Context: an optimization exercise on an open-source flow, tuned for small area, a short achievable clock period and few clock cycles. The choices shown serve that exercise and are no tape-out recipe.
Where RTL was checked, it was by simulation tests only, not by an equivalence proof against the original.
No functional check of the RTL was part of runs 6 and 7.
Power and IR drop assume default switching activity.

==> design.v <==
module processing_element (clock, r, s1, s2, s1s2_mux, new_dist, accumulate, ovf, r_pipe);
  input clock;
  input [7:0] r;          
  input [7:0] s1, s2;     
  input s1s2_mux;         
  input new_dist;         
  output reg [7:0] accumulate;
  output reg ovf;
  output reg [7:0] r_pipe;
  reg [7:0] x;
  reg b;
  wire [8:0] d = {1'b0, r_pipe} - {1'b0, s1s2_mux ? s1 : s2};
  always @(posedge clock) begin
    r_pipe <= r;
    x <= d[7:0] ^ {8{d[8]}};
    b <= d[8];
  end
  wire [7:0] a = new_dist ? 8'd0 : accumulate;
  wire [8:0] sum = {1'b0, a} + {1'b0, x} + {8'd0, b};
  always @(posedge clock) begin
    accumulate <= sum[7:0];
    ovf <= (ovf & ~new_dist) | sum[8];
  end
endmodule
module controller (clock, reset, start, n, address_s1, address_s2, done, idle);
  input clock, reset, start;
  output reg [12:0] n;
  output reg [9:0] address_s1, address_s2;
  output reg done;       
  output reg idle;              
  function [9:0] rowstart(input [3:0] k);
    case (k)
      4'd0: rowstart = 10'd31;
      4'd1: rowstart = 10'd62;
      4'd2: rowstart = 10'd93;
      4'd3: rowstart = 10'd124;
      4'd4: rowstart = 10'd155;
      4'd5: rowstart = 10'd186;
      4'd6: rowstart = 10'd217;
      4'd7: rowstart = 10'd248;
      4'd8: rowstart = 10'd279;
      4'd9: rowstart = 10'd310;
      4'd10: rowstart = 10'd341;
      4'd11: rowstart = 10'd372;
      4'd12: rowstart = 10'd403;
      4'd13: rowstart = 10'd434;
      4'd14: rowstart = 10'd465;
      4'd15: rowstart = 10'd496;
    endcase
  endfunction
  function [9:0] rowstart2(input [3:0] k);
    case (k)
      4'd0: rowstart2 = 10'd16;
      4'd1: rowstart2 = 10'd47;
      4'd2: rowstart2 = 10'd78;
      4'd3: rowstart2 = 10'd109;
      4'd4: rowstart2 = 10'd140;
      4'd5: rowstart2 = 10'd171;
      4'd6: rowstart2 = 10'd202;
      4'd7: rowstart2 = 10'd233;
      4'd8: rowstart2 = 10'd264;
      4'd9: rowstart2 = 10'd295;
      4'd10: rowstart2 = 10'd326;
      4'd11: rowstart2 = 10'd357;
      4'd12: rowstart2 = 10'd388;
      4'd13: rowstart2 = 10'd419;
      4'd14: rowstart2 = 10'd450;
      4'd15: rowstart2 = 10'd481;
    endcase
  endfunction
  wire last = n[12] & n[4] & n[1];     
  wire c15 = &n[3:0];
  wire w1 = c15 & (&n[7:4]);           
  wire w2 = c15 & (n[7:4] == 4'd0);    
  wire [9:0] step1 = {address_s1[9:4] + (c15 | (&address_s1[3:0])),
                      (c15 ? address_s1[3:0] : address_s1[3:0] + 4'd1)};
  wire [9:0] step2 = {address_s2[9:4] + (c15 | (&address_s2[3:0])),
                      (c15 ? address_s2[3:0] : address_s2[3:0] + 4'd1)};
  always @(posedge clock) begin
    if (reset) begin
      done <= 1'b1;
      idle <= 1'b1;
    end else begin
      done <= idle ? start : last;
      idle <= done ? start : last;
    end
    if (idle) begin
      n <= 13'd0;
      address_s1 <= 10'd0;
    end else begin
      n <= n + 1'b1;
      address_s1 <= w1 ? rowstart(n[11:8]) : step1;
    end
    address_s2 <= w2 ? rowstart2(n[11:8]) : step2;
  end
endmodule
module comparator (clock, done, start, n, pick, pe_out, pe_ovf, best_dist, motion_x, motion_y);
  input clock, done, start;
  input [12:0] n;
  input [15:0] pick;         
  input [127:0] pe_out;
  input [15:0] pe_ovf;
  output reg [7:0] best_dist;
  output reg [3:0] motion_x, motion_y;
  reg [7:0] cv;
  reg cval;
  reg [7:0] v;
  reg o;
  integer k;
  always @(*) begin
    v = 8'd0;
    o = 1'b0;
    for (k = 0; k < 16; k = k + 1) begin
      v = v | (pe_out[k*8 +: 8] & {8{pick[k]}});
      o = o | (pe_ovf[k] & pick[k]);
    end
  end
  wire ready = (|pick) & (n[12:8] != 5'd0);
  always @(posedge clock) begin
    cv <= v;
    cval <= ready & ~o;
    if (done) begin
      if (!start) best_dist <= 8'hFF;
    end else if (cval && (cv < best_dist)) begin
      best_dist <= cv;
      motion_x <= n[3:0] + 4'd5;     
      motion_y <= n[11:8] + 4'd7;    
    end
  end
endmodule
module top_module (clock, reset, start, r, s1, s2, address_r, address_s1, address_s2,
   best_dist, motion_x, motion_y, done);
input clock, reset, start;
input [7:0] r;
input [7:0] s1, s2;
output [7:0] best_dist, address_r;
output [3:0] motion_x, motion_y;
output [9:0] address_s1, address_s2;
output done;
wire [12:0] n;
wire idle;
wire [127:0] pe_out;
wire [15:0] pe_ovf;
wire [135:0] rp;
reg [7:0] s1q, s2q;
reg [15:0] therm;      
reg [15:0] pick;       
always @(posedge clock) begin
  s1q <= s1;
  s2q <= s2;
  pick <= {pick[14:0], (n[7:0] == 8'd1)};
  if (idle) therm <= 16'hFFFF;
  else if (therm[15]) therm <= 16'h0001;
  else therm <= {therm[14:0], 1'b1};
end
assign address_r = n[7:0];
assign rp[7:0] = r;
controller ctl (.clock(clock), .reset(reset), .start(start), .n(n),
  .address_s1(address_s1), .address_s2(address_s2), .done(done), .idle(idle));
comparator cmp (.clock(clock), .done(idle), .start(start), .n(n), .pick(pick),
  .pe_out(pe_out), .pe_ovf(pe_ovf), .best_dist(best_dist), .motion_x(motion_x),
  .motion_y(motion_y));
genvar g;
generate
  for (g = 0; g < 16; g = g + 1) begin : pe
    processing_element u (.clock(clock), .r(rp[g*8 +: 8]), .s1(s1q), .s2(s2q),
      .s1s2_mux(therm[g]), .new_dist(pick[g]),
      .accumulate(pe_out[g*8 +: 8]), .ovf(pe_ovf[g]), .r_pipe(rp[g*8+8 +: 8]));
  end
endgenerate
endmodule
==> run.sh <==
#!/bin/bash
# synth_recipe.tcl (not shown) runs the flow's synth.tcl, then flattens the netlist and writes it again
# the make line also repeats each setting of config.mk as NAME=value (left out here)
make -C /OpenROAD-flow-scripts/flow DESIGN_CONFIG=/design/flow/config.mk WORK_HOME=/design/flow/orfs CLKGATE_MAP_FILE= SYNTH_SCRIPT=/design/flow/synth_recipe.tcl finish
==> config.mk <==
export PLATFORM = sky130hd
export DESIGN_NAME = top_module
export DESIGN_NICKNAME = top_module
export VERILOG_FILES = /design/flow/design.v
export SDC_FILE = /design/flow/constraint.sdc
export NUM_CORES = 4
export LEC_CHECK = 0
export CAP_MARGIN = 20
export CORE_MARGIN = 2
export CORE_UTILIZATION = 55
export PLACE_DENSITY = 0.7
export SETUP_SLACK_MARGIN = 4.6
export SLEW_MARGIN = 20
==> constraint.sdc <==
create_clock -name core_clock -period 7.0 [get_ports {clock}]
set_input_delay 1.4000 -clock core_clock [delete_from_list [all_inputs] [get_ports {clock}]]
set_output_delay 1.4000 -clock core_clock [all_outputs]
set_load 0.01 [all_outputs]
==> results.ini, run 1 <==
[worst_setup_path]
worstSetupPathType = register to primary output
worstSetupEndpointType = primary output
cp_top_family = flip-flops
critPathLaunchType = register
cp_num_buf_inv = 1
ff2ff_setup_slack_ns = 4.48
reg2reg_from = s1q[0]
crit_path_max_fanout = 2
cp_slowest_cell = edfxtp_1
crit_path_end = address_s2[2]
cp_cell_sequence = buf_2
slowest_delay_ns = 0.41
required_ns = 5.60
r2r_cells = 12
crit_path_start = ctl.address_s2[2]
worstPathArrival_ns = 1.18
path_depth = 1
r2r-end = pe[6].u.x[2]

[logic_synthesis]
synth-seq-area-share_pct = 40.1
synth_ff_type = dfxtp_1
syn_area_um2 = 27200
synth.most_common_cell = dfxtp_1
syn_nets = 3115
ys_types = 71
synth-edff-count = 20
synth_area_per_cell_um2 = 9.78
syn_inst = 2781
synth.top_cell.area_share_pct = 37.9
synth_warnings = 4
synth_common_cells = dfxtp_1, ha_1, nor2b_1
ys_seq_elements = 535
yosysTopAreaCell = dfxtp_1
synth.top_cells.by_area = dfxtp_1, ha_1, xnor2_1
ys_async_sr_fraction_pct = 0

[route]
drt_iter0_drc = 1353
wl_per_cell_um = 20.4
drt.antenna.violating_nets = 0
routed-wl-met2_mm = 35.0
drc = 0
firstDrtPassIters = 6
wl_met1_mm = 33.7
dr_wl_met3_mm = 4.25
vias = 20732
drt_wl_total_mm = 75.8
drt-vias-per-instance = 5.58
routed.top_layer = met4

[clocking]
htreeDepth = 2
clkTransAtPathRegs_ns = 0.06
cts_buffers = 55
cts_num_sinks = 535
clkLatencyLatePin_ns = 0.63
cts_tree = built
cts_buffer_depth = 3
ctsHoldBuffers = 0
cts-root-buf = clkbuf_16

[power_and_ir_drop]
power_leakage_nw = 14.8
ir_drop_v = 0.000215
p_total_mw = 13.4
p_per_area_nw_per_um2 = 403

[status]
status = finished clean

[final_layout]
seq_area_um2 = 11100
final_util_pct = 68.1
diodes = 0
nFillCells = 3700
area_growth_pct = 22.3
drive_gt1_share_pct = 19.9
multiInputGateArea_um2 = 16400
layout.nets = 3337

[die]
die_h_um = 226
die_area_um2 = 51300
initial_utilization_pct = 55.7
core_um2 = 48800
row_count = 81
die_w_um = 226
num_io_pins = 72

[global_routing]
grt_pass1_wl_mm = 112
antenna_found_initial = 0
grt_max_degree = 52
grt_pass1_vias = 20166
grt_overflow = 0
track_usage_pct = 28.8

[timing]
min_period_ns = 2.58
max_slew.worst_pin.slew_ns = 1.09
finalHoldViolations = 0
relSlewSlack_pct = 27.1
finalSetupViolCount = 0
finClkSkew_ns = 0.0284
final.setup.tns_ns = 0
fmaxAchievable_ghz = 0.388
min_period_over_period_pct = 36.8
rsz0062_at_grt = true
report.final.slew_viol_count = 0

[placed_design]
io_buffer_count = 71
dpl.hpwl_mm = 54.4
gp_congestion = 0.950

[run]
maxCapViolCount = 0

[hold_path]
hold_start = pe[13].u.r_pipe[3]
min_path_type = register to register

[through the flow]
step	instance area [µm²]	cells	hold WS, ns	setup slack [ns]
4_1_cts	31900	3637	0.355	4.39
5_1_grt	33300	3713	0.357	4.39
2_1_floorplan	27400	2781	0.330	4.60
6_report	33300	3713	0.351	4.42
3_5_place_dp	28500	3440	0.341	3.90
3_3_place_gp	28500	3440	0.340	4.02
[metal layers]
| layer | vias up | global-route usage, % |
|---|---|---|
| li1 | 10037 | - |
| met5 | - | 0 |
| met4 | 0 | 10.8 |
| met2 | 615 | 47.3 |
| met3 | 149 | 3.54 |
| met1 | 9931 | 38.9 |
[final cells by class]
type                    count  area share, %
multi-input cells        1959           49.2
flip-flops and latches    535           33.3
repair buffers            254           6.90
clock buffers              73           4.80
well taps                 664           2.50
inverters                 198           2.24
clock inverters            30          0.992
[cells by family (layout without fill, tap and decap cells)]
group / after synthesis / after routing / share of synthesized area [%]
AO/OA/AOI/OAI: 582 / 582 / 14.0
XOR/XNOR: 275 / 275 / 8.85
adder cells (fa/ha/maj): 307 / 307 / 15.4
buffers and inverters: 287 / 555 / 4.13
flip-flops: 535 / 535 / 40.1
multiplexers: 131 / 131 / 4.89
AND/OR/NAND/NOR: 664 / 664 / 12.6
[flip-flops by register name, summed over array words and instances, names as in the netlist, 4 cells and up, named ones only]
name,cells
s1q,8
ctl.address_s2,10
cmp.cv,8
pe.u.b,16
cmp.motion_y,4
ctl.n,13
pe.u.x,128
pe.u.accumulate,128
ctl.address_s1,10
cmp.best_dist,8
cmp.motion_x,4
s2q,8
pe.u.r_pipe,128
therm,15
pe.u.ovf,16
pick,16
[power by group]
part | internal [mW] | switching [mW] | total [mW]
sequential | 4.03 | 0.803 | 4.83
combinational | 2.68 | 2.83 | 5.51
clock | 1.80 | 1.27 | 3.07
total | 8.51 | 4.90 | 13.4
[how the worst min path moves through the flow]
stage	endpoint	slack [ns]	cells after the start
5_1_grt	pe[14].u.r_pipe[3]	0.36	0
3_5_place_dp	pe[13].u.r_pipe[0]	0.34	0
4_1_cts	pe[14].u.r_pipe[3]	0.35	0
6_report	pe[14].u.r_pipe[3]	0.35	0
2_1_floorplan	pick[10]	0.33	0
3_3_place_gp	pe[9].u.r_pipe[0]	0.34	0
[cell usage in the layout (no fill, tap or decap), drive strengths merged, types with 13 or more instances in the layout]
cell / synthesis / layout
clkdlybuf4s50: 0 / 26
a21oi: 127 / 127
dfxtp: 515 / 515
mux2: 15 / 15
fa: 48 / 48
xor2: 91 / 91
or2: 16 / 16
a22o: 34 / 34
xnor2: 184 / 184
o22ai: 25 / 25
nand4: 13 / 13
a221oi: 35 / 35
clkbuf: 65 / 73
nor3: 52 / 52
o21bai: 28 / 28
nor2: 191 / 191
nand2b: 17 / 17
mux2i: 116 / 116
edfxtp: 20 / 20
a21o: 31 / 31
o21ai: 165 / 165
ha: 259 / 259
nand3: 18 / 18
nand2: 96 / 96
inv: 198 / 201
or3: 16 / 16
o21a: 59 / 59
buf: 24 / 228
nor2b: 209 / 209
clkinv: 0 / 15
[what timing repair did]
item                                    4_1_cts  5_1_grt
pin swaps                                    66      111
hold endpoints to repair                      0        0
endpoints found under the setup margin      230      197
setup buffers                                94       76
resized for setup                           421      155
Testbench counts, summed over its fixed seeds: cycles 131,712.
==> run 2: changes to the inputs <==
--- a/design.v
+++ b/design.v
@@ -1,2 +1,2 @@
-module processing_element (clock, r, s1, s2, s1s2_mux, new_dist, accumulate, ovf, r_pipe);
+module processing_element (clock, r, s1, s2, s1s2_mux, new_dist, lo, hi, c, ovf, r_pipe);
   input clock;
@@ -6,4 +6,4 @@
   input new_dist;         
-  output reg [7:0] accumulate;
-  output reg ovf;
+  output reg [3:0] lo, hi;
+  output reg c, ovf;
   output reg [7:0] r_pipe;
@@ -17,7 +17,22 @@
   end
-  wire [7:0] a = new_dist ? 8'd0 : accumulate;
-  wire [8:0] sum = {1'b0, a} + {1'b0, x} + {8'd0, b};
+  wire [3:0] al = lo & {4{~new_dist}};
+  wire [3:0] ah = hi & {4{~new_dist}};
+  wire [4:0] cl, ch;
+  wire [3:0] sl, sh;
+  assign cl[0] = b;
+  assign ch[0] = c & ~new_dist;
+  genvar k;
+  generate
+    for (k = 0; k < 4; k = k + 1) begin : fa
+      assign sl[k] = al[k] ^ x[k] ^ cl[k];
+      assign cl[k+1] = (al[k] & x[k]) | (al[k] & cl[k]) | (x[k] & cl[k]);
+      assign sh[k] = ah[k] ^ x[k+4] ^ ch[k];
+      assign ch[k+1] = (ah[k] & x[k+4]) | (ah[k] & ch[k]) | (x[k+4] & ch[k]);
+    end
+  endgenerate
   always @(posedge clock) begin
-    accumulate <= sum[7:0];
-    ovf <= (ovf & ~new_dist) | sum[8];
+    lo <= sl;
+    hi <= sh;
+    c <= cl[4];
+    ovf <= (ovf & ~new_dist) | ch[4];
   end
@@ -96,3 +111,4 @@
 endmodule
-module comparator (clock, done, start, n, pick, pe_out, pe_ovf, best_dist, motion_x, motion_y);
+module comparator (clock, done, start, n, pick, pe_lo, pe_hi, pe_c, pe_ovf,
+  best_dist, motion_x, motion_y);
   input clock, done, start;
@@ -100,17 +116,21 @@
   input [15:0] pick;         
-  input [127:0] pe_out;
-  input [15:0] pe_ovf;
+  input [63:0] pe_lo, pe_hi;
+  input [15:0] pe_c, pe_ovf;
   output reg [7:0] best_dist;
   output reg [3:0] motion_x, motion_y;
-  reg [7:0] cv;
-  reg cval;
-  reg [7:0] v;
-  reg o;
+  reg [3:0] cl, ch;
+  reg cc, co, cval;
+  reg [3:0] vl, vh;
+  reg vc, vo;
   integer k;
   always @(*) begin
-    v = 8'd0;
-    o = 1'b0;
+    vl = 4'd0;
+    vh = 4'd0;
+    vc = 1'b0;
+    vo = 1'b0;
     for (k = 0; k < 16; k = k + 1) begin
-      v = v | (pe_out[k*8 +: 8] & {8{pick[k]}});
-      o = o | (pe_ovf[k] & pick[k]);
+      vl = vl | (pe_lo[k*4 +: 4] & {4{pick[k]}});
+      vh = vh | (pe_hi[k*4 +: 4] & {4{pick[k]}});
+      vc = vc | (pe_c[k] & pick[k]);
+      vo = vo | (pe_ovf[k] & pick[k]);
     end
@@ -118,9 +138,13 @@
   wire ready = (|pick) & (n[12:8] != 5'd0);
+  wire [4:0] h = {1'b0, ch} + {4'd0, cc};
+  wire [7:0] sad = {h[3:0], cl};
   always @(posedge clock) begin
-    cv <= v;
-    cval <= ready & ~o;
+    cl <= vl;
+    ch <= vh;
+    cc <= vc;
+    cval <= ready & ~vo;
     if (done) begin
       if (!start) best_dist <= 8'hFF;
-    end else if (cval && (cv < best_dist)) begin
-      best_dist <= cv;
+    end else if (cval && !h[4] && (sad < best_dist)) begin
+      best_dist <= sad;
       motion_x <= n[3:0] + 4'd5;     
@@ -141,4 +165,4 @@
 wire idle;
-wire [127:0] pe_out;
-wire [15:0] pe_ovf;
+wire [63:0] pe_lo, pe_hi;
+wire [15:0] pe_c, pe_ovf;
 wire [135:0] rp;
@@ -160,3 +184,3 @@
 comparator cmp (.clock(clock), .done(idle), .start(start), .n(n), .pick(pick),
-  .pe_out(pe_out), .pe_ovf(pe_ovf), .best_dist(best_dist), .motion_x(motion_x),
+  .pe_lo(pe_lo), .pe_hi(pe_hi), .pe_c(pe_c), .pe_ovf(pe_ovf), .best_dist(best_dist), .motion_x(motion_x),
   .motion_y(motion_y));
@@ -167,3 +191,3 @@
       .s1s2_mux(therm[g]), .new_dist(pick[g]),
-      .accumulate(pe_out[g*8 +: 8]), .ovf(pe_ovf[g]), .r_pipe(rp[g*8+8 +: 8]));
+      .lo(pe_lo[g*4 +: 4]), .hi(pe_hi[g*4 +: 4]), .c(pe_c[g]), .ovf(pe_ovf[g]), .r_pipe(rp[g*8+8 +: 8]));
   end
--- a/config.mk
+++ b/config.mk
@@ -9,5 +9,6 @@
 export CORE_MARGIN = 2
-export CORE_UTILIZATION = 55
-export PLACE_DENSITY = 0.7
-export SETUP_SLACK_MARGIN = 4.6
+export CORE_UTILIZATION = 35
+export CTS_BUF_LIST = sky130_fd_sc_hd__clkbuf_8
+export PLACE_DENSITY = 0.55
+export SETUP_SLACK_MARGIN = 4.4
 export SLEW_MARGIN = 20
==> run 2 against run 1 <==
  * Non-clock buffer count fell by 96
  * Critical path depth unchanged
  * Sequential share of layout area rose by 4.4 points
  * Critical path type unchanged
  * Critical endpoint unchanged
  * Largest power group is now registers
==> results.ini, run 2 <==
[die]
row_count = 99  ; +22%
core_um2 = 73000  ; +49%
die_h_um = 275  ; +22%
initial_utilization_pct = 35.3  ; -20 points
num_io_pins = 72  ; unchanged
die_w_um = 275  ; +22%
die_area_um2 = 75800  ; +48%

[final_layout]
layout_common_cells = dfxtp_1, inv_1, ha_1, fa_1, nor2b_1
instances_no_fill = 3615  ; -2.6%
reg_top3 = pe.u.r_pipe x128, pe.u.x x128
final_common_cell = dfxtp_1
layout.nets = 2899  ; -13%
drive_gt1_share_pct = 16.0  ; -3.9 points
area_growth_pct = 17.8

[clocking]
clkTransAtPathRegs_ns = 0.06  ; about the same
clkLatencyLatePin_ns = 0.70  ; +0.07 ns
cts_tree = built
cts_buffers = 93  ; +69%
cts_num_sinks = 552  ; +3.2%
cts-root-buf = clkbuf_8
cts_buffer_depth = 3  ; unchanged
htreeDepth = 3  ; +1

[worst_setup_path]
cp_cell_sequence = buf_2
worstSetupPathType = register to primary output
cp_num_buf_inv = 1  ; unchanged
cp_top_family = flip-flops
slowest_delay_ns = 0.42  ; about the same
cp_slowest_cell = edfxtp_1
worstPathArrival_ns = 1.25  ; +0.07 ns
worstSetupEndpointType = primary output
critPathLaunchType = register
crit_path_max_fanout = 2  ; unchanged
required_ns = 5.60  ; about the same

[route]
firstDrtPassIters = 5  ; -1
drt-vias-per-instance = 4.96  ; -11%
drt_wl_total_mm = 71.4  ; -5.8%
vias = 17939  ; -13%
drt.antenna.violating_nets = 0  ; unchanged
drc = 0  ; unchanged
drt_iter0_drc = 1289  ; -4.7%
wl_per_cell_um = 19.7  ; -3.2%

[timing]
fmaxAchievable_ghz = 0.377  ; -2.9%
rsz0062_at_grt = true
setup_ws_ns = 4.35  ; -0.0759 ns
max_slew.worst_pin.slew_ns = 0.933  ; -0.161 ns
finClkSkew_ns = 0.0280  ; -0.000370 ns
min_period_over_period_pct = 37.9  ; +1.1 points
relSlewSlack_pct = 37.8  ; +11 points
report.final.slew_viol_count = 0  ; unchanged
finalSetupViolCount = 0  ; unchanged
final.setup.tns_ns = 0  ; unchanged
finalHoldViolations = 0  ; unchanged
min_period_ns = 2.65  ; +0.0759 ns

[logic_synthesis]
synth_area_per_cell_um2 = 10.7  ; +9.1%
syn_area_um2 = 25800  ; -5.3%
ys_seq_elements = 552  ; +3.2%
synth.top_cell.area_share_pct = 41.4  ; +3.5 points
synth_warnings = 4  ; unchanged
synth.top_cells.by_area = dfxtp_1, fa_1, ha_1
syn_inst = 2413  ; -13%
ys_types = 62  ; -13%
synth_common_cells = dfxtp_1, inv_1, ha_1
yosysTopAreaCell = dfxtp_1
synth-seq-area-share_pct = 43.7  ; +3.6 points
syn_nets = 2733  ; -12%
synth_ff_type = dfxtp_1
synth-edff-count = 20  ; unchanged
ys_async_sr_fraction_pct = 0  ; unchanged
synth.most_common_cell = dfxtp_1

[global_routing]
grt_overflow = 0  ; unchanged
grt_max_degree = 54  ; +3.8%
grt_pass1_wl_mm = 106  ; -5.4%
grt_util_met3_pct = 3.78  ; +0.24 points
track_usage_pct = 18.6  ; -10 points
top_usage_layer = met2
grt_pass1_vias = 17957  ; -11%
global_route.usage.met1_pct = 25.5  ; -13 points
grt.met2_usage_pct = 29.8  ; -18 points
antenna_found_initial = 6  ; +6

[power_and_ir_drop]
ir_drop_v = 0.000188  ; -13%
power_leakage_nw = 13.5  ; -8.8%
p_per_area_nw_per_um2 = 375  ; -6.9%

[placed_design]
gp_congestion = 0.933  ; -1.8%
post-place-cells = 3370  ; -2.0%
io_buffer_count = 71  ; unchanged
pre_cts_ws_ns = 3.74  ; -0.160 ns
dpl.hpwl_mm = 51.0  ; -6.2%

[status]
status = finished clean

[hold_path]
min_path_type = register to register

[run]
maxCapViolCount = 0  ; unchanged

-- run 2: cell types whose count changed in the layout (fill, tap and decap cells not counted), sizes merged, moves of 45 or more --
cell,previous run,this run
buf,228,132
inv,201,260
ha,259,149
nor3,52,7
nor2,191,129
nor2b,209,144
fa,48,144
xnor2,184,101
-- run 2: kinds of logic after synthesis --
group | count (synthesis) | synth area share [%]
muxes | 139 | 5.49
adders and majority gates | 293 | 18.4
AOI/OAI and AO/OA | 442 | 11.4
buffers and inverters | 323 | 4.86
xor gates and xnor gates | 173 | 5.88
and+or+nand+nor | 491 | 10.2
DFF | 552 | 43.7
-- run 2: area by class of cell --
type	count	area (µm²)
repair buffers	158	1360
well taps	959	1200
clock inverters	59	467
inverters	236	886
fillers	6935	42600
diodes	3	7.51
multi-input cells	1538	13500
clock buffers	110	1510
flip-flops and latches	552	11400
-- run 2: layer usage --
metal | routed length (µm) | vias to the layer above | share of wire, %
li1 | - | 8502 | -
met1 | 32700 | 8782 | 46
met2 | 32400 | 539 | 45
met3 | 4410 | 116 | 6.2
met4 | 1790 | 0 | 2.5
met5 | 0 | - | 0
-- run 2: final timing paths --
check	startpoint	endpoint	slack (ns)	cells past startpoint
hold / removal	pe[14].u.r_pipe[0]	pe[15].u.r_pipe[0]	0.35	0
setup reg to reg	s1q[0]	pe[2].u.x[6]	4.44	10
setup / recovery	ctl.address_s2[2]	address_s2[2]	4.35	1
hold reg to reg	pe[14].u.r_pipe[0]	pe[15].u.r_pipe[0]	0.35	0
-- run 2: power breakdown --
group,total (mW),switching [mW],internal (mW)
sequential,5.00,0.839,4.16
clock,3.05,1.35,1.70
combinational,3.34,1.77,1.57
total,11.4,3.96,7.42
-- run 2: per-stage QoR --
stage	power [mW]	cell area, µm²	utilization (%)	hold WS, ns
floorplan	7.00	25800	-	0.331
global placement	8.10	27400	37.6	0.341
detailed placement	8.25	27400	37.6	0.337
CTS	11.4	29800	40.8	0.349
global route	12.2	30300	41.6	0.360
finish	11.4	30300	41.6	0.349
-- run 2: repair_timing --
action | 4_1_cts | 5_1_grt
endpoints found under the setup margin | 255 | 191
hold buffers | 0 | 0
resized for setup | 309 | 56
setup buffers | 34 | 39
pin swaps | 4 | 24
Testbench counts of run 2, summed over its fixed seeds: cycles 131,712.
==> run 3: changes to the inputs <==
--- a/config.mk
+++ b/config.mk
@@ -10,5 +10,4 @@
 export CORE_UTILIZATION = 35
-export CTS_BUF_LIST = sky130_fd_sc_hd__clkbuf_8
 export PLACE_DENSITY = 0.55
-export SETUP_SLACK_MARGIN = 4.4
+export SETUP_SLACK_MARGIN = 4.7
 export SLEW_MARGIN = 20
==> run 3 against run 2 <==
  * Utilization increased by 3.7 points
  * Final cell count up 1.6%
  * Largest cell class unchanged
  * Global-route usage increased by 0.99 points
  * Sequential share of layout area is 3.0 points lower
  * Wire length grew 6.0%
  * Non-clock buffer count is 124 higher
  * Critical path depth did not move
  * Flip-flop and latch count unchanged
  * Clock skew decreased by 0.011 ns
  * Worst setup slack better by 0.078 ns
==> results.ini, run 3 <==
[status]
status = finished clean

[die]
row_count = 99  ; unchanged
die_w_um = 275  ; unchanged
die_area_um2 = 75800  ; unchanged
initial_utilization_pct = 35.3  ; unchanged
core_um2 = 73000  ; unchanged
die_h_um = 275  ; unchanged
num_io_pins = 72  ; unchanged

[final_layout]
instances_no_fill = 3674  ; +1.6%
area_growth_pct = 28.3
nFillCells = 6632  ; -4.4%
layout.nets = 2989  ; +3.1%
layout_common_cells = dfxtp_1, inv_1, buf_4, nor2b_1
reg_top3 = pe.u.r_pipe x128, pe.u.x x128
final_common_cell = dfxtp_1
drive_gt1_share_pct = 27.7  ; +12 points

[global_routing]
grt_pass1_wl_mm = 112  ; +5.3%
grt_pass1_vias = 18818  ; +4.8%
grt_overflow = 0  ; unchanged
grt_max_degree = 54  ; unchanged
track_usage_pct = 19.6  ; +0.99 points
antenna_found_initial = 3  ; -3

[clocking]
cts_tree = built
clkTransAtPathRegs_ns = 0.06  ; about the same
htreeDepth = 2  ; -1
cts-root-buf = clkbuf_16
cts_buffers = 59  ; -37%
clkLatencyLatePin_ns = 0.62  ; -0.08 ns
cts_num_sinks = 552  ; unchanged
cts_buffer_depth = 3  ; unchanged

[logic_synthesis]
synth-seq-area-share_pct = 43.7  ; unchanged
synth.most_common_cell = dfxtp_1
syn_nets = 2733  ; unchanged
yosysTopAreaCell = dfxtp_1
ys_types = 62  ; unchanged
synth_common_cells = dfxtp_1, inv_1, ha_1
synth_warnings = 4  ; unchanged
syn_inst = 2413  ; unchanged
synth_area_per_cell_um2 = 10.7  ; unchanged
ys_seq_elements = 552  ; unchanged
synth.top_cells.by_area = dfxtp_1, fa_1, ha_1
synth-edff-count = 20  ; unchanged
ys_async_sr_fraction_pct = 0  ; unchanged
synth_ff_type = dfxtp_1
syn_area_um2 = 25800  ; unchanged
synth.top_cell.area_share_pct = 41.4  ; unchanged

[timing]
finClkSkew_ns = 0.0168  ; -0.0113 ns
min_period_ns = 2.57  ; -0.0783 ns
max_slew.worst_pin.slew_ns = 1.06  ; +0.132 ns
relSlewSlack_pct = 29.0  ; -8.9 points
min_period_over_period_pct = 36.8  ; -1.1 points
finalHoldViolations = 0  ; unchanged
fmaxAchievable_ghz = 0.389  ; +3.0%
rsz0062_at_grt = true
final.setup.tns_ns = 0  ; unchanged
report.final.slew_viol_count = 0  ; unchanged
finalSetupViolCount = 0  ; unchanged

[power_and_ir_drop]
ir_drop_v = 0.000191  ; +1.5%
p_per_area_nw_per_um2 = 361  ; -3.9%
power_leakage_nw = 14.4  ; +6.7%

[hold_path]
min_path_type = register to register

[route]
wl_per_cell_um = 20.6  ; +4.3%
drt_wl_total_mm = 75.6  ; +6.0%
drt_iter0_drc = 1254  ; -2.7%
vias = 18462  ; +2.9%
drc = 0  ; unchanged
firstDrtPassIters = 5  ; unchanged
drt.antenna.violating_nets = 0  ; unchanged
drt-vias-per-instance = 5.03  ; +1.3%

[worst_setup_path]
worstSetupPathType = register to primary output
crit_path_max_fanout = 2  ; unchanged
worstSetupEndpointType = primary output
cp_cell_sequence = buf_6
cp_num_buf_inv = 1  ; unchanged
cp_slowest_cell = edfxtp_1
cp_top_family = flip-flops
required_ns = 5.60  ; about the same
worstPathArrival_ns = 1.17  ; -0.08 ns
critPathLaunchType = register
slowest_delay_ns = 0.41  ; about the same

[run]
maxCapViolCount = 0  ; unchanged

[placed_design]
gp_congestion = 0.956  ; +2.5%
post-place-cells = 3368  ; -0.059%
dpl.hpwl_mm = 50.8  ; -0.49%
io_buffer_count = 71  ; unchanged

==> run 3: changes by cell type in the layout (fill, tap and decap cells not counted), sizes merged, moves of 5 or more <==
cell and delta:
buf +122, inv -23, bufinv -5, clkinv -8
clkinvlp -7, clkbuf -20
==> run 3: metal layers <==
metal / part of all wire, % / track usage [%]
met1: 45 / 26.7
met2: 46 / 31.9
met3: 6.1 / 3.13
met5: 0 / 0
met4: 3.5 / 6.40
==> run 3: layout make-up <==
class	instances	area [µm²]	area share, %
multi-input combinational	1538	15100	45.6
sequential	552	11500	34.7
timing repair buffer	282	2540	7.70
clock buffer	89	1710	5.17
tap	959	1200	3.63
inverter	236	886	2.68
clock inverter	16	168	0.508
antenna	2	5.00	0.0151
==> run 3: worst paths after layout <==
| kind | startpoint | to | slack [ns] | depth (start not counted) |
|---|---|---|---|---|
| worst max-delay path | ctl.address_s2[3] | address_s2[3] | 4.43 | 1 |
| worst max register to register | s2q[0] | pe[2].u.x[1] | 4.51 | 11 |
| worst min-delay path | pe[9].u.r_pipe[0] | pe[10].u.r_pipe[0] | 0.35 | 0 |
| worst min register to register | pe[9].u.r_pipe[0] | pe[10].u.r_pipe[0] | 0.35 | 0 |
==> run 3: kinds of logic after synthesis <==
logic type,synth area share (%)
XOR/XNOR,5.88
multiplexers,5.49
AO/OA/AOI/OAI,11.4
flip-flops,43.7
AND/OR/NAND/NOR,10.2
buffers and inverters,4.86
adder cells (fa/ha/maj),18.4
==> run 3: per-stage QoR <==
| stage | hold WS (ns) | area, µm² | util [%] | power, mW | setup WS [ns] |
|---|---|---|---|---|---|
| CTS | 0.352 | 31700 | 43.5 | 11.7 | 4.39 |
| finish | 0.351 | 33000 | 45.3 | 11.9 | 4.43 |
| floorplan | 0.331 | 26500 | - | 7.15 | 4.67 |
| detailed placement | 0.343 | 27700 | 38.0 | 8.36 | 3.88 |
| global route | 0.356 | 33000 | 45.3 | 12.7 | 4.38 |
| global placement | 0.341 | 27700 | 38.0 | 8.21 | 3.94 |
==> run 3: what timing repair did <==
| action | 4_1_cts | 5_1_grt |
|---|---|---|
| resized for setup | 494 | 152 |
| hold buffers | 0 | 0 |
| endpoints found under the setup margin | 257 | 231 |
| cloned | 2 | 0 |
| setup buffers | 133 | 64 |
| pin swaps | 128 | 138 |
==> run 3: report_power, final <==
| group | internal (mW) | switching [mW] |
|---|---|---|
| Clock | 1.75 | 1.27 |
| Combinational | 1.90 | 2.00 |
| Sequential | 4.16 | 0.826 |
==> run 4: changes to the inputs <==
--- a/config.mk
+++ b/config.mk
@@ -10,4 +10,6 @@
 export CORE_UTILIZATION = 35
+export CTS_BUF_LIST = sky130_fd_sc_hd__clkbuf_16
+export CTS_CLUSTER_SIZE = 24
 export PLACE_DENSITY = 0.55
-export SETUP_SLACK_MARGIN = 4.7
+export SETUP_SLACK_MARGIN = 4.4
 export SLEW_MARGIN = 20
==> run 4 against run 3 <==
  * Still clean
  * Combinational power down 15%
  * Register-to-register slack got worse by 0.08 ns
  * Maximum frequency decreased by 0.75%
  * Sequential power is essentially flat
  * Clock skew grew 0.0025 ns
  * Synthesized cell count unchanged
  * Total power shrank 3.1%
  * Worst hold slack improved by 0.0031 ns
  * Sequential share of layout area rose by 3.2 points
  * Clock-buffer cell count fell by 29
  * Largest power group unchanged
==> results.ini, run 4 <==
[clocking]
cts_buffer_depth = 3  ; unchanged
clkLatencyLatePin_ns = 0.62  ; about the same
cts-root-buf = clkbuf_16
clkTransAtPathRegs_ns = 0.06  ; about the same
cts_num_sinks = 552  ; unchanged
ctsHoldBuffers = 0  ; unchanged
htreeDepth = 2  ; unchanged
cts_tree = built
cts_buffers = 58  ; -1.7%

[route]
drt_wl_total_mm = 70.6  ; -6.6%
vias = 17656  ; -4.4%
drt.antenna.violating_nets = 0  ; unchanged
firstDrtPassIters = 5  ; unchanged
drt-vias-per-instance = 4.98  ; -0.94%
drc = 0  ; unchanged
wl_per_cell_um = 19.9  ; -3.3%
drt_iter0_drc = 1155  ; -7.9%

[placed_design]
dpl.hpwl_mm = 51.0  ; +0.49%
io_buffer_count = 71  ; unchanged
gp_congestion = 0.933  ; -2.4%
pre_cts_ws_ns = 3.74  ; -0.147 ns

[final_layout]
layout.nets = 2858  ; -4.4%
drive_gt1_share_pct = 14.0  ; -14 points
area_growth_pct = 17.2
reg_top3 = pe.u.r_pipe x128, pe.u.x x128
multiInputGateArea_um2 = 13400  ; -11%
diodes = 0  ; -2
seq_area_um2 = 11400  ; -0.11%
nFillCells = 6941  ; +4.7%
final_common_cell = dfxtp_1
layout_common_cells = dfxtp_1, inv_1, ha_1, fa_1, nor2b_1

[logic_synthesis]
synth_area_per_cell_um2 = 10.7  ; unchanged
synth_ff_type = dfxtp_1
ys_types = 62  ; unchanged
synth-edff-count = 20  ; unchanged
synthAdderAreaFrac_pct = 18.4  ; unchanged
ys_async_sr_fraction_pct = 0  ; unchanged
synthSimpleGateAreaFrac_pct = 10.2  ; unchanged
syn_nets = 2733  ; unchanged
yosysTopAreaCell = dfxtp_1
synth_top_family_by_area = adder cells
synth-xor-area-share_pct = 5.88  ; unchanged
syn_inst = 2413  ; unchanged
synth.top_cell.area_share_pct = 41.4  ; unchanged
ys_seq_elements = 552  ; unchanged
syn_area_um2 = 25800  ; unchanged
synth_compound_area_share_pct = 11.4  ; unchanged
synth-seq-area-share_pct = 43.7  ; unchanged
synth.top_cells.by_area = dfxtp_1, fa_1, ha_1
synth.most_common_cell = dfxtp_1
synth_warnings = 4  ; unchanged
synth_common_cells = dfxtp_1, inv_1, ha_1
synthMuxAreaShare_pct = 5.49  ; unchanged

[die]
die_w_um = 275  ; unchanged
die_area_um2 = 75800  ; unchanged
initial_utilization_pct = 35.3  ; unchanged
die_h_um = 275  ; unchanged
core_um2 = 73000  ; unchanged
row_count = 99  ; unchanged
num_io_pins = 72  ; unchanged

[worst_setup_path]
worstPathArrival_ns = 1.19  ; +0.02 ns
cp_num_buf_inv = 1  ; unchanged
cp_cell_sequence = buf_2
worstSetupEndpointType = primary output
crit_path_max_fanout = 2  ; unchanged
critPathLaunchType = register
worstSetupPathType = register to primary output
required_ns = 5.60  ; about the same
cp_top_family = flip-flops
cp_slowest_cell = edfxtp_1
slowest_delay_ns = 0.41  ; about the same

[hold_path]
min_path_type = register to register

[global_routing]
track_usage_pct = 18.3  ; -1.3 points
antenna_found_initial = 7  ; +4
grt_pass1_vias = 17708  ; -5.9%
grt_overflow = 0  ; unchanged
grt_max_degree = 54  ; unchanged
grt_pass1_wl_mm = 105  ; -6.6%

[timing]
max_slew.worst_pin.slew_ns = 0.979  ; -0.0857 ns
relSlewSlack_pct = 34.7  ; +5.8 points
finalHoldViolations = 0  ; unchanged
finClkSkew_ns = 0.0192  ; +0.00247 ns
final.setup.tns_ns = 0  ; unchanged
finalSetupViolCount = 0  ; unchanged
min_period_ns = 2.59  ; +0.0196 ns
min_period_over_period_pct = 37.0  ; +0.28 points
setup_ws_ns = 4.41  ; -0.0196 ns
rsz0062_at_grt = true
fmaxAchievable_ghz = 0.386  ; -0.75%
report.final.slew_viol_count = 0  ; unchanged

[power_and_ir_drop]
ir_drop_v = 0.000224  ; +18%
power_leakage_nw = 13.4  ; -7.2%
p_per_area_nw_per_um2 = 383  ; +6.1%
p_total_mw = 11.5  ; -3.1%

[status]
status = finished clean

[run]
maxCapViolCount = 0  ; unchanged

[run 4: cell counts after synthesis]
Identical to the previous run, type by type.
[run 4: cells by family (layout without fill, tap and decap cells)]
| kind of cell | Yosys count | in the layout |
|---|---|---|
| mux | 139 | 139 |
| xor+xnor | 173 | 173 |
| flops | 552 | 552 |
| simple gates | 491 | 491 |
| buf+inv | 323 | 498 |
| compound gates | 442 | 442 |
| fa+ha+maj | 293 | 293 |
[run 4: metal layers]
layer	global-route usage (%)	part of all wire (%)	wire (µm)
met2	29.3	45	31500
met3	4.08	7.1	5020
met4	6.02	3.4	2390
met5	1.00	0.15	105
met1	24.5	45	31600
[run 4: repair_timing]
item / 4_1_cts / 5_1_grt
endpoints found under the setup margin: 255 / 170
pin swaps: 5 / 26
setup buffers: 31 / 36
gates resized for setup: 286 / 51
[run 4: worst reg2reg max path, stage by stage (launching register included)]
cell	delay [ns]
dfxtp_4	0.43
mux2_2	0.31
ha_1	0.22
fa_1	0.44
nor2b_1	0.16
o31a_1	0.22
o21ai_2	0.09
a21oi_2	0.21
buf_4	0.15
nand2b_1	0.09
o221ai_1	0.12
[run 4: final timing paths]
check             cells after the start  slack, ns                from            endpoint
setup / recovery                      1       4.41   ctl.address_s2[2]       address_s2[2]
hold / removal                        0       0.35  pe[14].u.r_pipe[0]  pe[15].u.r_pipe[0]
setup reg to reg                     10       4.43              s1q[0]        pe[2].u.x[6]
hold reg to reg                       0       0.35  pe[14].u.r_pipe[0]  pe[15].u.r_pipe[0]
[run 4: area by class of cell]
class                      count  area share [%]
multi-input combinational   1538            44.5
tap                          959            3.98
timing repair buffer         152            3.88
sequential                   552            37.9
inverter                     236            2.94
clock buffer                  60            4.98
clock inverter                50            1.79
[run 4: where the power goes]
part	switching [mW]	total [mW]	internal, mW
combinational	1.76	3.30	1.54
clock	1.33	3.26	1.93
sequential	0.835	4.99	4.16
total	3.92	11.5	7.63
[run 4: stage by stage]
step / cell area (µm²) / utilization [%] / instances / hold WS [ns]
2_1_floorplan: 25800 / - / 2413 / 0.331
3_3_place_gp: 27400 / 37.6 / 3370 / 0.341
3_5_place_dp: 27400 / 37.6 / 3370 / 0.337
4_1_cts: 29700 / 40.7 / 3511 / 0.351
5_1_grt: 30200 / 41.4 / 3547 / 0.362
6_report: 30200 / 41.4 / 3547 / 0.354
==> run 5: changes to the inputs <==
--- a/config.mk
+++ b/config.mk
@@ -10,4 +10,2 @@
 export CORE_UTILIZATION = 35
-export CTS_BUF_LIST = sky130_fd_sc_hd__clkbuf_16
-export CTS_CLUSTER_SIZE = 24
 export PLACE_DENSITY = 0.55
==> run 5 against run 4 <==
  * Still clean on timing, DRC and antenna
  * Global-route usage hardly changed
  * Die area is the same
  * Flip-flop and latch count unchanged
  * Sequential share of layout area shrank 0.11 points
  * Worst hold slack worse by 0.0014 ns
  * First-iteration DRC count is 2.6% higher
  * Clock skew up 0.00089 ns
  * Final area rose by 0.28%
  * Clock-buffer cell count is 16 higher
  * Critical path type unchanged
==> results.ini, run 5 <==
[logic_synthesis]
synth_warnings = 4  ; unchanged
syn_area_um2 = 25800  ; unchanged
synth-seq-area-share_pct = 43.7  ; unchanged
yosysTopAreaCell = dfxtp_1
synthSimpleGateAreaFrac_pct = 10.2  ; unchanged
synth_common_cells = dfxtp_1, inv_1, ha_1
synth_area_per_cell_um2 = 10.7  ; unchanged
ys_async_sr_fraction_pct = 0  ; unchanged
synth_compound_area_share_pct = 11.4  ; unchanged
ys_seq_elements = 552  ; unchanged
synth-xor-area-share_pct = 5.88  ; unchanged
synth.top_cell.area_share_pct = 41.4  ; unchanged
synth_ff_type = dfxtp_1
synth-edff-count = 20  ; unchanged
synth_top_family_by_area = adder cells
ys_types = 62  ; unchanged
synthAdderAreaFrac_pct = 18.4  ; unchanged
synthMuxAreaShare_pct = 5.49  ; unchanged
syn_nets = 2733  ; unchanged
synth.top_cells.by_area = dfxtp_1, fa_1, ha_1
synth.most_common_cell = dfxtp_1
syn_inst = 2413  ; unchanged

[die]
initial_utilization_pct = 35.3  ; unchanged
die_h_um = 275  ; unchanged
core_um2 = 73000  ; unchanged
die_w_um = 275  ; unchanged
row_count = 99  ; unchanged
num_io_pins = 72  ; unchanged
die_area_um2 = 75800  ; unchanged

[clocking]
cts_num_sinks = 552  ; unchanged
clkTransAtPathRegs_ns = 0.06  ; about the same
cts-root-buf = clkbuf_16
htreeDepth = 2  ; unchanged
cts_buffers = 58  ; unchanged
ctsHoldBuffers = 0  ; unchanged
clkLatencyLatePin_ns = 0.62  ; about the same
cts_tree = built
cts_buffer_depth = 3  ; unchanged

[route]
wl_per_cell_um = 19.9  ; -0.14%
vias = 17591  ; -0.37%
drt_wl_total_mm = 70.6  ; about the same
drt_iter0_drc = 1185  ; +2.6%
drt.antenna.violating_nets = 0  ; unchanged
firstDrtPassIters = 5  ; unchanged
drt-vias-per-instance = 4.96  ; -0.42%
drc = 0  ; unchanged

[timing]
max_slew.worst_pin.slew_ns = 0.992  ; +0.0134 ns
rsz0062_at_grt = true
final.setup.tns_ns = 0  ; unchanged
min_period_ns = 2.60  ; +0.00402 ns
relSlewSlack_pct = 33.9  ; -0.89 points
finalSetupViolCount = 0  ; unchanged
finClkSkew_ns = 0.0201  ; +0.000892 ns
finalHoldViolations = 0  ; unchanged
report.final.slew_viol_count = 0  ; unchanged
min_period_over_period_pct = 37.1  ; +0.057 points
fmaxAchievable_ghz = 0.385  ; -0.15%

[worst_setup_path]
cp_slowest_cell = edfxtp_1
reg2reg_from = s1q[0]
critPathLaunchType = register
cp_num_buf_inv = 1  ; unchanged
worstSetupEndpointType = primary output
slowest_delay_ns = 0.41  ; about the same
crit_path_max_fanout = 2  ; unchanged
worstPathArrival_ns = 1.20  ; about the same
cp_cell_sequence = buf_2
required_ns = 5.60  ; about the same
ff2ff_setup_slack_ns = 4.42  ; about the same
worstSetupPathType = register to primary output
r2r-end = pe[2].u.x[6]
r2r_cells = 10  ; unchanged
cp_top_family = flip-flops

[global_routing]
global_route.usage.met1_pct = 24.5  ; about the same
grt_max_degree = 54  ; unchanged
track_usage_pct = 18.4  ; about the same
grt_pass1_vias = 17727  ; +0.11%
top_usage_layer = met2
grt.met2_usage_pct = 29.3  ; about the same
grt_util_met3_pct = 4.08  ; unchanged
antenna_found_initial = 7  ; unchanged
grt_pass1_wl_mm = 105  ; about the same
grt_overflow = 0  ; unchanged

[placed_design]
io_buffer_count = 71  ; unchanged
dpl.hpwl_mm = 51.0  ; unchanged
gp_congestion = 0.933  ; unchanged

[run]
maxCapViolCount = 0  ; unchanged

[final_layout]
area_growth_pct = 17.5
drive_gt1_share_pct = 14.3  ; +0.27 points
nFillCells = 6933  ; -0.12%
seq_area_um2 = 11400  ; unchanged
final_common_cell = dfxtp_1
layout_common_cells = dfxtp_1, inv_1, ha_1, fa_1, nor2b_1
reg_top3 = pe.u.r_pipe x128, pe.u.x x128
multiInputGateArea_um2 = 13400  ; unchanged
layout.nets = 2858  ; unchanged

[hold_path]
hold_depth = 0  ; unchanged
min_path_type = register to register
min_to = pe[15].u.r_pipe[0]
hold_start = pe[14].u.r_pipe[0]

[power_and_ir_drop]
ir_drop_v = 0.000225  ; +0.56%
p_per_area_nw_per_um2 = 385  ; +0.64%
p_total_mw = 11.7  ; +0.93%
power_leakage_nw = 13.4  ; about the same

[status]
status = finished clean

-- run 5: cell counts after synthesis --
No cell type changed its count.
-- run 5: area by class of cell --
type                       count  share of cell area (%)
clock inverter                34                    1.58
multi-input combinational   1538                    44.4
sequential                   552                    37.8
antenna                        2                  0.0165
timing repair buffer         152                    3.87
clock buffer                  76                    5.42
tap                          959                    3.96
inverter                     236                    2.93
-- run 5: logic make-up (layout without fill, tap and decap cells) --
| logic type | count (synthesis) | after routing |
|---|---|---|
| muxes | 139 | 139 |
| buffers and inverters | 323 | 498 |
| AOI/OAI and AO/OA | 442 | 442 |
| DFF | 552 | 552 |
| adders and majority gates | 293 | 293 |
| xor gates and xnor gates | 173 | 173 |
| other | 0 | 2 |
| and+or+nand+nor | 491 | 491 |
-- run 5: power by group --
part	leakage (nW)	internal (mW)	total [mW]	switching (mW)
clock	1.02	2.03	3.36	1.33
sequential	4.67	4.16	4.99	0.836
combinational	7.68	1.54	3.30	1.76
-- run 5: timing repair --
item | in CTS | in global routing
gates resized for setup | 286 | 51
setup endpoints to repair | 255 | 170
pin swaps | 5 | 26
buffers inserted | 31 | 36
-- run 5: how the worst max path moves through the flow --
stage / to / from / slack, ns / cells past startpoint
after floorplan: pe[3].u.hi[3] / pick[3] / 4.40 / 9
after global placement: pe[1].u.x[2] / therm[1] / 3.78 / 9
after detailed placement: pe[1].u.x[6] / therm[1] / 3.74 / 9
after CTS: address_s2[2] / ctl.address_s2[2] / 4.36 / 1
after global routing: pe[15].u.x[0] / s1q[0] / 4.33 / 9
final: address_s2[2] / ctl.address_s2[2] / 4.40 / 1
-- run 5: per-stage QoR --
| step | util (%) | setup WS, ns | std cells | instance area, µm² | hold WS [ns] |
|---|---|---|---|---|---|
| 2_1_floorplan | - | 4.40 | 2413 | 25800 | 0.331 |
| 3_3_place_gp | 37.6 | 3.78 | 3370 | 27400 | 0.341 |
| 3_5_place_dp | 37.6 | 3.74 | 3370 | 27400 | 0.337 |
| 4_1_cts | 40.8 | 4.36 | 3511 | 29800 | 0.351 |
| 5_1_grt | 41.5 | 4.33 | 3547 | 30300 | 0.362 |
| 6_report | 41.5 | 4.40 | 3549 | 30300 | 0.352 |
-- run 5: metal layers --
| layer | part of all wire [%] | vias up |
|---|---|---|
| li1 | - | 8402 |
| met1 | 45 | 8572 |
| met2 | 45 | 502 |
| met3 | 6.9 | 113 |
| met4 | 3.3 | 2 |
| met5 | 0.15 | - |
==> run 6: changes to the inputs <==
--- a/design.v
+++ b/design.v
@@ -9,3 +9,3 @@
   output reg [7:0] r_pipe;
-  reg [7:0] x;
+  reg [7:0] dq;
   reg b;
@@ -14,5 +14,6 @@
     r_pipe <= r;
-    x <= d[7:0] ^ {8{d[8]}};
+    dq <= d[7:0];
     b <= d[8];
   end
+  wire [7:0] x = dq ^ {8{b}};
   wire [3:0] al = lo & {4{~new_dist}};
@@ -90,5 +91,5 @@
   wire [9:0] step1 = {address_s1[9:4] + (c15 | (&address_s1[3:0])),
-                      (c15 ? address_s1[3:0] : address_s1[3:0] + 4'd1)};
+                      address_s1[3:0] + {3'd0, ~c15}};
   wire [9:0] step2 = {address_s2[9:4] + (c15 | (&address_s2[3:0])),
-                      (c15 ? address_s2[3:0] : address_s2[3:0] + 4'd1)};
+                      address_s2[3:0] + {3'd0, ~c15}};
   always @(posedge clock) begin
--- a/config.mk
+++ b/config.mk
@@ -10,4 +10,7 @@
 export CORE_UTILIZATION = 35
+export CTS_BUF_LIST = sky130_fd_sc_hd__clkbuf_16
+export CTS_CLUSTER_DIAMETER = 100
+export CTS_CLUSTER_SIZE = 24
 export PLACE_DENSITY = 0.55
-export SETUP_SLACK_MARGIN = 4.4
+export SETUP_SLACK_MARGIN = 4.45
 export SLEW_MARGIN = 20
==> run 6 against run 5 <==
  * Clock skew down 0.0025 ns
  * Combinational power up 4%
  * Worst hold slack worse by 0.0016 ns
  * Total power down 13%
  * Highest routed layer is now met4
  * First-iteration DRC count down 30%
  * Flip-flop and latch count unchanged
  * Critical path depth unchanged
  * Clock power down 44%
  * Wire length down 3.5%
  * Clock-buffer cell count down 47
==> results.ini, run 6 <==
[status]
status = finished clean

[timing]
rsz0062_at_grt = true
final.setup.tns_ns = 0  ; unchanged
finalHoldViolations = 0  ; unchanged
report.final.slew_viol_count = 0  ; unchanged
min_period_over_period_pct = 37.5  ; +0.37 points
finClkSkew_ns = 0.0176  ; -0.00252 ns
max_slew.worst_pin.slew_ns = 0.871  ; -0.121 ns
relSlewSlack_pct = 41.5  ; +7.6 points
finalSetupViolCount = 0  ; unchanged
min_period_ns = 2.62  ; +0.0256 ns
fmaxAchievable_ghz = 0.381  ; -0.98%

[worst_setup_path]
cp_slowest_cell = edfxtp_1
required_ns = 5.60  ; about the same
worstSetupEndpointType = primary output
crit_path_start = cmp.best_dist[4]
reg2reg_from = pe[2].u.b
worstSetupPathType = register to primary output
crit_path_max_fanout = 2  ; unchanged
cp_num_buf_inv = 1  ; unchanged
worstPathArrival_ns = 1.22  ; +0.02 ns
cp_top_family = flip-flops
r2r_cells = 7  ; -3
path_depth = 1  ; unchanged
cp_cell_sequence = buf_2
critPathLaunchType = register
slowest_delay_ns = 0.44  ; +0.03 ns
r2r-end = pe[2].u.hi[3]
ff2ff_setup_slack_ns = 4.54  ; +0.12 ns

[clocking]
cts_buffers = 28  ; -52%
cts_buffer_depth = 3  ; unchanged
cts_num_sinks = 552  ; unchanged
clkTransAtPathRegs_ns = 0.10  ; +0.04 ns
clkLatencyLatePin_ns = 0.62  ; about the same
htreeDepth = 1  ; -1
cts-root-buf = clkbuf_16
cts_tree = built

[hold_path]
min_to = pe[3].u.r_pipe[5]
min_path_type = register to register
hold_start = pe[2].u.r_pipe[5]
hold_depth = 0  ; unchanged

[route]
drt_iter0_drc = 827  ; -30%
vias = 16038  ; -8.8%
drc = 0  ; unchanged
drt.antenna.violating_nets = 0  ; unchanged
firstDrtPassIters = 7  ; +2
drt-vias-per-instance = 4.78  ; -3.6%
wl_per_cell_um = 20.3  ; +2.0%
drt_wl_total_mm = 68.1  ; -3.5%

[power_and_ir_drop]
p_seq_share_pct = 47.6  ; +4.8 points
p_clk_share_pct = 18.5  ; -10 points
intPower_mw = 6.41  ; -17%
p_sw_mw = 3.69  ; -6.0%
p_per_area_nw_per_um2 = 362  ; -5.9%
combinationalPowerShare_pct = 33.9  ; +5.6 points
swShare_pct = 36.5  ; +2.8 points
power_leakage_nw = 12.6  ; -6.0%
ir_drop_v = 0.000185  ; -18%

[global_routing]
antenna_found_initial = 1  ; -6
track_usage_pct = 18.5  ; +0.11 points
grt_overflow = 0  ; unchanged
grt_util_met3_pct = 2.14  ; -1.9 points
global_route.usage.met1_pct = 25.9  ; +1.4 points
grt.met2_usage_pct = 30.0  ; +0.67 points
grt_pass1_wl_mm = 104  ; -1.1%
grt_max_degree = 55  ; +1.9%
top_usage_layer = met2
grt_pass1_vias = 16406  ; -7.5%

[die]
num_io_pins = 72  ; unchanged
row_count = 98  ; -1.0%
die_area_um2 = 73800  ; -2.6%
die_w_um = 272  ; -1.3%
core_um2 = 71200  ; -2.4%
die_h_um = 272  ; -1.3%
initial_utilization_pct = 35.2  ; -0.087 points

[logic_synthesis]
synth-edff-count = 16  ; -20%
synth_common_cells = dfxtp_1, inv_1, ha_1
yosysTopAreaCell = dfxtp_1
synth.top_cell.area_share_pct = 42.8  ; +1.4 points
synth_warnings = 4  ; unchanged
synth_area_per_cell_um2 = 10.8  ; +0.83%
synth.top_cells.by_area = dfxtp_1, fa_1, ha_1
ys_async_sr_fraction_pct = 0  ; unchanged
syn_inst = 2331  ; -3.4%
synth.most_common_cell = dfxtp_1
ys_seq_elements = 552  ; unchanged
ys_types = 56  ; -9.7%
synth-seq-area-share_pct = 44.7  ; +1.0 points
syn_area_um2 = 25100  ; -2.6%
synth_ff_type = dfxtp_1
syn_nets = 2637  ; -3.5%

[final_layout]
final_common_cell = dfxtp_1
drive_gt1_share_pct = 10.7  ; -3.5 points
final_util_pct = 39.1  ; -2.3 points
layout_common_cells = dfxtp_1, inv_1, ha_1, xnor2_1, nor2_1
area_growth_pct = 11.2
nFillCells = 6855  ; -1.1%
seq_area_um2 = 11400  ; -0.73%
instances_no_fill = 3358  ; -5.4%
reg_top3 = pe.u.dq x128, pe.u.r_pipe x128
layout.nets = 2703  ; -5.4%
multiInputGateArea_um2 = 12600  ; -6.3%

[placed_design]
dpl.hpwl_mm = 52.0  ; +1.8%
gp_congestion = 0.876  ; -6.1%
post-place-cells = 3273  ; -2.9%
io_buffer_count = 71  ; unchanged

[run]
maxCapViolCount = 0  ; unchanged

[run 6: metrics by stage]
step                hold WS (ns)  area [µm²]  total power [mW]  worst slack [ns]
finish                     0.351       27900              10.1              4.38
global route               0.360       27900              10.9              4.32
CTS                        0.355       27700              10.2              4.31
detailed placement         0.341       26700              8.27              4.25
global placement           0.339       26700              8.12              4.25
floorplan                  0.329       25100              7.01              4.47
[run 6: final cells by class]
| class | count | share of cell area, % |
|---|---|---|
| clock inverter | 11 | 0.359 |
| timing repair buffer | 134 | 3.62 |
| antenna | 1 | 0.00897 |
| multi-input combinational | 1440 | 45.2 |
| tap | 950 | 4.26 |
| clock buffer | 29 | 2.60 |
| inverter | 241 | 3.24 |
| sequential | 552 | 40.7 |
[run 6: repair_timing]
item                                   CTS  global route
setup endpoints to repair               89            80
endpoints found under the hold margin    0             0
gates resized for setup                250            50
hold buffers                             0             0
buffers inserted                        32            12
pin swaps                                0             3
[run 6: power groups by stage]
stage	clock network, mW	logic [mW]	registers, mW
floorplan	0	2.57	4.44
global placement	0	3.23	4.89
detailed placement	0	3.38	4.89
CTS	1.93	3.42	4.82
global route	2.03	3.97	4.89
finish	1.87	3.42	4.81
[run 6: cell families after synthesis]
| family | share of synthesized area [%] |
|---|---|
| mux | 5.54 |
| xor+xnor | 8.00 |
| buf+inv | 5.22 |
| simple gates | 10.1 |
| flops | 44.7 |
| fa+ha+maj | 17.7 |
| compound gates | 8.67 |
[run 6: layer usage]
metal	vias up	wire [µm]
met2	324	31100
met1	7774	32400
met4	0	2030
met5	-	0
li1	7858	-
met3	82	2550
[run 6: worst max path at each step]
| stage | to | slack (ns) |
|---|---|---|
| 2_1_floorplan | pe[4].u.b | 4.47 |
| 4_1_cts | best_dist[4] | 4.31 |
| 3_3_place_gp | pe[4].u.b | 4.25 |
| 3_5_place_dp | pe[4].u.b | 4.25 |
| 6_report | best_dist[4] | 4.38 |
| 5_1_grt | best_dist[4] | 4.32 |
==> run 7: changes to the inputs <==
--- a/design.v
+++ b/design.v
@@ -9,3 +9,3 @@
   output reg [7:0] r_pipe;
-  reg [7:0] dq;
+  reg [7:0] x;
   reg b;
@@ -14,6 +14,5 @@
     r_pipe <= r;
-    dq <= d[7:0];
+    x <= d[7:0] ^ {8{d[8]}};
     b <= d[8];
   end
-  wire [7:0] x = dq ^ {8{b}};
   wire [3:0] al = lo & {4{~new_dist}};
@@ -141,2 +140,7 @@
   wire [7:0] sad = {h[3:0], cl};
+  reg [7:0] bd;
+  reg [3:0] mx, my;
+  wire upd = ~done & cval & ~h[4] & (sad < bd);
+  wire [3:0] mxn = n[3:0] + 4'd5;     
+  wire [3:0] myn = n[11:8] + 4'd7;    
   always @(posedge clock) begin
@@ -146,9 +150,8 @@
     cval <= ready & ~vo;
-    if (done) begin
-      if (!start) best_dist <= 8'hFF;
-    end else if (cval && !h[4] && (sad < best_dist)) begin
-      best_dist <= sad;
-      motion_x <= n[3:0] + 4'd5;     
-      motion_y <= n[11:8] + 4'd7;    
-    end
+    best_dist <= done ? (start ? bd : 8'hFF) : (upd ? sad : bd);
+    bd <= done ? (start ? best_dist : 8'hFF) : (upd ? sad : best_dist);
+    motion_x <= upd ? mxn : mx;
+    mx <= upd ? mxn : motion_x;
+    motion_y <= upd ? myn : my;
+    my <= upd ? myn : motion_y;
   end
--- a/config.mk
+++ b/config.mk
@@ -10,5 +10,2 @@
 export CORE_UTILIZATION = 35
-export CTS_BUF_LIST = sky130_fd_sc_hd__clkbuf_16
-export CTS_CLUSTER_DIAMETER = 100
-export CTS_CLUSTER_SIZE = 24
 export PLACE_DENSITY = 0.55
==> run 7 against run 6 <==
  * Still clean
  * Clock-buffer cell count is 53 higher
  * Worst hold slack got worse by 0.00059 ns
  * Final area grew 12%
  * Global-route usage is 0.67 points higher
  * Utilization up 2.8 points
  * Clock skew rose by 0.011 ns
  * Via count up 13%
  * Die area grew 4.1%
  * Total power is 17% higher
  * Critical path depth up 7
==> results.ini, run 7 <==
[clocking]
cts_buffer_depth = 3  ; unchanged
clkLatencyLatePin_ns = 0.64  ; +0.02 ns
clkTransAtPathRegs_ns = 0.07  ; -0.03 ns
cts_tree = built
cts_buffers = 61  ; +120%
ctsHoldBuffers = 0  ; unchanged
htreeDepth = 2  ; +1
cts_num_sinks = 568  ; +2.9%
cts-root-buf = clkbuf_16

[final_layout]
area_growth_pct = 19.2
layout.nets = 2954  ; +9.3%
drive_gt1_share_pct = 16.8  ; +6.1 points
diodes = 0  ; -1
reg_top3 = pe.u.r_pipe x128, pe.u.x x128
nFillCells = 7018  ; +2.4%
instances_no_fill = 3647  ; +8.6%
final_common_cell = dfxtp_1
layout_common_cells = dfxtp_1, inv_1, ha_1, nor2_1, nor2b_1

[die]
num_io_pins = 72  ; unchanged
row_count = 100  ; +2.0%
die_area_um2 = 76800  ; +4.1%
core_um2 = 74200  ; +4.1%
initial_utilization_pct = 35.2  ; about the same
die_h_um = 277  ; +2.0%
die_w_um = 277  ; +2.0%

[placed_design]
dpl.hpwl_mm = 53.4  ; +2.7%
pre_cts_ws_ns = 3.81  ; -0.439 ns
gp_congestion = 0.916  ; +4.6%
post-place-cells = 3469  ; +6.0%
io_buffer_count = 71  ; unchanged

[logic_synthesis]
ys_seq_elements = 568  ; +2.9%
synth.most_common_cell = dfxtp_1
synth.top_cell.area_share_pct = 43.5  ; +0.76 points
synth_area_per_cell_um2 = 10.5  ; -2.7%
synth_ff_type = dfxtp_1
syn_area_um2 = 26100  ; +4.1%
synth.top_cells.by_area = dfxtp_1, fa_1, ha_1
yosysTopAreaCell = dfxtp_1
synth_warnings = 4  ; unchanged
ys_types = 59  ; +5.4%
syn_nets = 2815  ; +6.8%
synth_common_cells = dfxtp_1, inv_1, ha_1
ys_async_sr_fraction_pct = 0  ; unchanged
syn_inst = 2493  ; +6.9%
synth-edff-count = 0  ; -16
synth-seq-area-share_pct = 43.5  ; -1.2 points

[global_routing]
grt_pass1_wl_mm = 112  ; +8.0%
track_usage_pct = 19.1  ; +0.67 points
antenna_found_initial = 1  ; unchanged
grt_pass1_vias = 18161  ; +11%
grt_overflow = 0  ; unchanged
grt_max_degree = 46  ; -16%

[worst_setup_path]
crit_path_end = pe[12].u.x[7]
crit_path_start = s2q[1]
worstPathArrival_ns = 3.07  ; +1.85 ns
r2r_cells = 8  ; +1
cp_top_family = compound AO/OA/AOI/OAI gates
cp_slowest_cell = dfxtp_4
cp_num_buf_inv = 0  ; -1
worstSetupEndpointType = register
worstSetupPathType = register to register
reg2reg_from = s2q[1]
cp_cell_sequence = mux2i_1, ha_1, nor2b_1, o31a_1, o21ai_1, a21oi_1, or4b_1, o2111a_1
path_depth = 8  ; +7
ff2ff_setup_slack_ns = 4.45  ; -0.09 ns
slowest_delay_ns = 0.55  ; +0.11 ns
critPathLaunchType = register
crit_path_max_fanout = 15  ; +13
required_ns = 7.52  ; +1.92 ns
r2r-end = pe[12].u.x[7]

[timing]
report.final.slew_viol_count = 0  ; unchanged
rsz0062_at_grt = true
hold-worst-slack_ns = 0.350  ; -0.000588 ns
finalHoldViolations = 0  ; unchanged
relSlewSlack_pct = 36.3  ; -5.2 points
min_period_ns = 2.55  ; -0.0752 ns
finalSetupViolCount = 0  ; unchanged
finClkSkew_ns = 0.0282  ; +0.0106 ns
final.setup.tns_ns = 0  ; unchanged
max_slew.worst_pin.slew_ns = 0.955  ; +0.0833 ns
min_period_over_period_pct = 36.4  ; -1.1 points
fmaxAchievable_ghz = 0.393  ; +3.0%
setup_ws_ns = 4.45  ; +0.0752 ns

[route]
wl_per_cell_um = 20.4  ; +0.52%
vias = 18148  ; +13%
drt_wl_total_mm = 74.3  ; +9.2%
drt-vias-per-instance = 4.98  ; +4.2%
drc = 0  ; unchanged
firstDrtPassIters = 5  ; -2
drt_iter0_drc = 1188  ; +44%
drt.antenna.violating_nets = 0  ; unchanged

[status]
status = finished clean

[hold_path]
min_path_type = register to register

[power_and_ir_drop]
power_leakage_nw = 13.8  ; +9.8%
p_total_mw = 11.8  ; +17%
p_per_area_nw_per_um2 = 380  ; +4.9%
ir_drop_v = 0.000214  ; +16%

[run]
maxCapViolCount = 0  ; unchanged

run 7: worst min-delay path by stage:
| stage | cells after the start | startpoint | slack [ns] | endpoint |
|---|---|---|---|---|
| after floorplan | 0 | pe[9].u.r_pipe[0] | 0.33 | pe[10].u.r_pipe[0] |
| after global placement | 0 | pe[14].u.r_pipe[0] | 0.34 | pe[15].u.r_pipe[0] |
| after detailed placement | 0 | pe[3].u.r_pipe[0] | 0.34 | pe[4].u.r_pipe[0] |
| after CTS | 0 | pe[14].u.r_pipe[0] | 0.35 | pe[15].u.r_pipe[0] |
| after global routing | 0 | pe[2].u.r_pipe[0] | 0.36 | pe[3].u.r_pipe[0] |
| final | 0 | pe[14].u.r_pipe[0] | 0.35 | pe[15].u.r_pipe[0] |
run 7: per-stage QoR:
| step | cell area [µm²] | utilization, % |
|---|---|---|
| finish | 31100 | 42.0 |
| global route | 31100 | 42.0 |
| CTS | 30500 | 41.1 |
| detailed placement | 27900 | 37.6 |
| global placement | 27900 | 37.6 |
| floorplan | 26300 | - |
run 7: timing repair:
item | 4_1_cts | 5_1_grt
gates resized for setup | 339 | 101
setup buffers | 37 | 30
hold endpoints to repair | 0 | 0
gates cloned | 0 | 2
pin swaps | 20 | 42
endpoints found under the setup margin | 238 | 189
run 7: kinds of logic (layout without fill, tap and decap cells):
logic type	after synthesis	in the layout	share of synthesized area (%)
AOI/OAI and AO/OA	464	464	11.7
buffers and inverters	328	513	4.88
adders and majority gates	295	295	18.3
muxes	137	137	5.33
xor gates and xnor gates	174	174	5.84
DFF	568	568	43.5
and+or+nand+nor	527	527	10.5
run 7: layout make-up:
cell class / instances / area, µm² / share of cell area (%)
clock inverter: 27 / 360 / 1.16
inverter: 241 / 905 / 2.91
multi-input combinational: 1597 / 13900 / 44.6
clock buffer: 82 / 1750 / 5.61
sequential: 568 / 11600 / 37.1
tap: 969 / 1210 / 3.89
timing repair buffer: 163 / 1470 / 4.73
run 7: per-layer routing:
| metal | global-route usage (%) | vias to the layer above | part of all wire (%) |
|---|---|---|---|
| met4 | 5.89 | 0 | 2.9 |
| met1 | 26.5 | 8909 | 47 |
| li1 | - | 8659 | - |
| met5 | 0 | - | 0 |
| met3 | 3.04 | 102 | 5.6 |
| met2 | 30.6 | 478 | 45 |
run 7: where the power goes:
group	total, mW	leakage (nW)	switching, mW	internal (mW)
logic	3.41	7.98	1.83	1.58
clock network	3.36	1.03	1.36	2.00
registers	5.07	4.79	0.843	4.22

-- static timing again, ports no longer ideal --
How much do the figures lean on ideal ports? The routed layouts below were timed once more, with nothing changed but the port constraints. Step 1 sets driving cells, clkbuf_16 on the clock port and buf_2 on the other inputs (assumed; they add their load-dependent delay and slew). Step 2 also shifts input and output timing later by t, the mid clock arrival at the registers, as if the neighbouring blocks saw the same clock. Three values: no drivers, after step 1, after step 2; two values: the first two.
| run | t (ns) | slack for setup (ns) |
|---|---|---|
| run 1 | 0.677 | 4.424 / 4.361 / 4.360 |
| run 2 | 0.736 | 4.349 / 4.292 / 4.438 |
| run 3 | 0.675 | 4.427 / 4.365 / 4.502 |
| run 4 | 0.666 | 4.407 / 4.353 / 4.425 |
| run 5 | 0.667 | 4.403 / 4.348 / 4.421 |
| run 6 | 0.671 | 4.378 / 4.317 / 4.382 |
| run 7 | 0.686 | 4.453 / 4.436 / 4.453 |
After both steps setup and hold are still met in every run listed.
